Background: an optimization exercise with open tools, aiming at small area, a short achievable clock period and few clock cycles. Do not read the settings as production practice. Function was checked by simulation only, so behaviour that the tests miss may differ from the original. Power figures rest on the tool's default switching activity, not on a simulated workload.

== try-umber ==
// mat_trans
module mat_trans (
    input clk,
    input rstn,
    input in_req,
    input in_vld,
    input out_ack,
    input wire [31:0] in_data,
    output in_ack,
    output reg out_req,
    output reg out_vld,
    output reg [31:0] out_data
);
reg vq;
reg [31:0] dq;
reg in_ack_q;
reg fr_on;           
reg fr_in;           
reg fr_out;          
reg st_full;         
reg mode;
reg [5:0] c;         
reg c0_q, c63_q;     
reg [7:0] sel;       
reg o_on;            
reg [5:0] o_n;       
reg [7:0] osel;      
reg [7:0] lt;        
reg can_q;           
reg fl_q;            
reg [7:0] en_q;      
reg [7:0] hd_q;      
reg [3:0] par_i;
reg [3:0] par_o;
assign in_ack = in_ack_q;
wire in_grant  = in_req & in_ack_q;
wire out_grant = out_req & out_ack;
wire ld      = o_on & fr_on & fr_out & can_q;
wire ld_g    = out_grant & fr_on & fr_out & c0_q & !o_on;
wire step    = (vq & fr_in) | fl_q;
wire fr_last = step & c63_q;
wire open    = (fr_last | !fr_on) & (st_full | in_grant);
wire o_last  = (o_n == 6'd63);
wire [7:0] sel_inc  = (mode | (c[2:0] == 3'd7)) ? {sel[6:0], sel[7]} : sel;
wire [7:0] osel_inc = (mode | (o_n[2:0] == 3'd7)) ? {osel[6:0], osel[7]} : osel;
wire c62 = (c == 6'd62);
wire fr_on_n   = open | (fr_on & !fr_last);
wire fr_in_n   = open ? in_grant : (fr_in | in_grant);
wire fr_out_n  = open ? st_full : (fr_out & !(ld & o_last));
wire st_full_n = open ? in_grant : (st_full | in_grant);
  ...
For scale: about 2200 flip-flops, about 72 I/O pins, ~62000 um^2 of cells after synthesis.
Settings: LEC_CHECK=0, ABC_CLOCK_PERIOD_IN_PS=1500, CAP_MARGIN=20, CORE_MARGIN=2, CORE_UTILIZATION=72, CTS_CLUSTER_DIAMETER=80, CTS_CLUSTER_SIZE=30, PLACE_DENSITY=0.82, SETUP_SLACK_MARGIN=4.0, SLEW_MARGIN=20; clock period 6.0 ns.
run.sh (not shown) runs the stock make flow with config.mk's settings and CLKGATE_MAP_FILE= SYNTH_SCRIPT=/design/flow/synth_recipe.tcl, a recipe that flattens the netlist after the stock synthesis.
try-umber finished all stages; the layout is clean.
Testbench counts of try-umber, summed over its fixed seeds: cycles 21,800.
> inputs changed (try-umber -> try-delta)
--- a/flow/config.mk
+++ b/flow/config.mk
@@ -8 +8 @@
-export ABC_CLOCK_PERIOD_IN_PS = 1500
+export ABC_CLOCK_PERIOD_IN_PS = 2500
@@ -11 +11 @@
-export CORE_UTILIZATION = 72
+export CORE_UTILIZATION = 65
@@ -14,2 +14,2 @@
-export PLACE_DENSITY = 0.82
-export SETUP_SLACK_MARGIN = 4.0
+export PLACE_DENSITY = 0.75
+export SETUP_SLACK_MARGIN = 3.6
### Flow results
[try-delta] count of inserted tapcells rose about 10% relative to try-umber. Comparing the two runs side by side, try-delta comes out ahead of try-umber on leakage power figure. Compare try-delta and try-umber | post-layout net count lower: try-delta. Across both runs, flop-to-flop setup slack was lower for try-delta than for try-umber. In the flow results for try-delta and try-umber, the wire length of the first global-routing pass is larger on try-umber. Cmp try-delta vs try-umber: proportion of power drawn by combinational gates lower in try-delta. Final instance area is higher on try-umber.
### try-delta -> try-ember
--- a/flow/config.mk
+++ b/flow/config.mk
@@ -15 +15 @@
-export SETUP_SLACK_MARGIN = 3.6
+export SETUP_SLACK_MARGIN = 4.0
==> comparison <==
Looking at the reports, try-ember completed the entire flow and the layout it produced met the timing, DRC and antenna checks. As far as total area of sequential cells is concerned, try-delta and try-ember perform about the same. The run with more routed wire is try-ember, not try-delta. try-ember vs try-delta, largest fanout on the critical path went down by 25. On clock skew: between try-ember and try-delta, it ends up lower for try-delta. Compared with try-delta, try-ember shows a worst setup slack that is 0.019 ns higher. Taking try-delta as the reference point, the share of power burned in registers of try-ember falls by 1.3 points. Between try-delta and try-ember, the cell count went up. Diff try-delta -> try-ember: clock power went up; number of placed instances with taps included did not really move; final instance area went up.

== job 1691 ==
mat_trans again, from the RTL that the note above started with.
==> flow/design.v (excerpt) <==
module mat_trans (
    input clk,
    input rstn,
    input in_req,
    input in_vld,
    input out_ack,
    input wire [31:0] in_data,
    output in_ack,
    output reg out_req,
    output reg out_vld,
    output reg [31:0] out_data
);
reg vq;
reg [31:0] dq;
reg in_ack_q;
reg fr_on;           
reg fr_in;           
reg fr_out;          
reg st_full;         
reg mode;
reg [5:0] c;         
reg c0_q, c63_q;     
reg [7:0] sel;       
reg o_on;            
reg [5:0] o_n;       
reg [7:0] osel;      
reg [7:0] lt;        
reg can_q;           
reg fl_q;            
reg [7:0] en_q;      
reg [7:0] hd_q;      
reg [3:0] par_i;
reg [3:0] par_o;
assign in_ack = in_ack_q;
wire in_grant  = in_req & in_ack_q;
wire out_grant = out_req & out_ack;
wire ld      = o_on & fr_on & fr_out & can_q;
wire ld_g    = out_grant & fr_on & fr_out & c0_q & !o_on;
wire step    = (vq & fr_in) | fl_q;
wire fr_last = step & c63_q;
wire open    = (fr_last | !fr_on) & (st_full | in_grant);
wire o_last  = (o_n == 6'd63);
wire [7:0] sel_inc  = (mode | (c[2:0] == 3'd7)) ? {sel[6:0], sel[7]} : sel;
wire [7:0] osel_inc = (mode | (o_n[2:0] == 3'd7)) ? {osel[6:0], osel[7]} : osel;
wire c62 = (c == 6'd62);
wire fr_on_n   = open | (fr_on & !fr_last);
wire fr_in_n   = open ? in_grant : (fr_in | in_grant);
wire fr_out_n  = open ? st_full : (fr_out & !(ld & o_last));
  ...
clock: 6.0 ns
lec_check: 0
abc_clock_period_in_ps: 2000
cap_margin: 20
core_margin: 2
core_utilization: 68
cts_cluster_diameter: 70
cts_cluster_size: 36
place_density: 0.8
setup_slack_margin: 3.8
slew_margin: 20
Testbench counts of job 1691, summed over its fixed seeds: cycles 21,800.
> inputs changed (job 1691 -> job 327)
Settings: swapping 36 for 30 in CTS_CLUSTER_SIZE; swapping 70 for 80 in CTS_CLUSTER_DIAMETER.
Findings:
Number of CTS-inserted buffers (job 327 / job 1691): 1.08
Global-route wire length before repair delta (job 327 -> job 1691): insignificant
Routability-driven placement congestion ratio: job 1691 vs job 327 — no meaningful difference
Wire length in job 327 is about 0.8% below job 1691.
Input changes introduced in job 3960 (baseline for comparison: job 327):
Settings: CAP_MARGIN now 5, was 20; SLEW_MARGIN now 5, was 20.
## What came out
Job 327 -> job 3960: number of vias in the routed layout flat
The sum of met2 wire segment lengths after detailed routing number comes out higher for job 327 vs job 3960.
Looking at job 327 and job 3960, the fraction of area in registers is a wash.
Compared with job 327, in job 3960 number of diodes lost 1, logic depth of the worst path, buffers included neither gained nor lost much, data-path buffer share of cell area in the final layout neither gained nor lost much.
Any difference in routed wire length between job 3960 and job 327 is small enough to ignore.
From job 327 to job 3960 the numbers moved as follows: unique cell type count in the Yosys netlist shows no meaningful change; final worst hold slack shows a reduction of 0.0049 ns; final worst slack shows no meaningful change; final period utilization shows no meaningful change.
### job 3960 -> job 4153
Settings: a change of CTS_CLUSTER_SIZE from 30 to 25; a change of CAP_MARGIN from 5 to 20; a change of SLEW_MARGIN from 5 to 20; a change of PLACE_DENSITY from 0.8 to 0.75; a change of CORE_UTILIZATION from 68 to 65; a change of ABC_CLOCK_PERIOD_IN_PS from 2000 to 2500; a change of SETUP_SLACK_MARGIN from 3.8 to 3.5.
Findings:
On job 4153: number of placement rows is 3 higher than what job 3960 gave. Count of vias placed by the detailed router (job 4153 over job 3960): decrease, 871. Compared with job 3960, job 4153 shows a lower register-to-register slack. Summary: with job 3960 as the reference, starting DRC count in detailed routing in job 4153 moved down by more than 10%. Diff job 3960 -> job 4153: setup clock skew after layout essentially unchanged, total power fell 0.17 mW, placed cell area level, non-filler instance count after layout went up 109, portion of netlist area occupied by mux cells now sits at about the same level.

static timing again, ports no longer ideal:
No port has a modelled driver above. Below, the same layouts with a new extraction and two added sets of constraints.
Step 1, drivers: a clkbuf_16 drives clk and a buf_2 each remaining input, both assumed.
Step 2 moves the port delays by t, midway between the first and last clock arrival at a register: inputs arrive t later, outputs are due t later. That takes back most of the time a late clock gives input paths.
Three values: no drivers, after step 1, after step 2; two values: the first two.
run | t, ns | setup WS [ns] | worst setup path at the end | latest minus earliest clock arrival (ns) | pins driven straight from the clock port
try-umber | 0.740 | 3.525 / 3.453 / 3.351 | input to register | 0.040 / 0.040 | 1
try-delta | 0.748 | 3.502 / 3.502 / 2.940 | input to register | 0.030 / 0.031 | 1
try-ember | 0.758 | 3.521 / 3.448 / 3.306 | input to register | 0.027 / 0.028 | 1
job 1691 | 0.745 | 3.565 / 3.496 / 3.176 | input to register | 0.037 / 0.038 | 1
job 327 | 0.736 | 3.583 / 3.514 / 3.181 | input to register | 0.032 / 0.032 | 1
job 3960 | 0.737 | 3.584 / 3.514 / 3.179 | input to register | 0.028 / 0.028 | 1
job 4153 | 0.763 | 3.422 / 3.352 / 2.801 | input to register | 0.032 / 0.032 | 1
After both steps every run listed still meets setup and hold. The setup slack of job 4153, which loses most, moves by -0.070 ns with the drivers and by -0.621 ns with both steps.
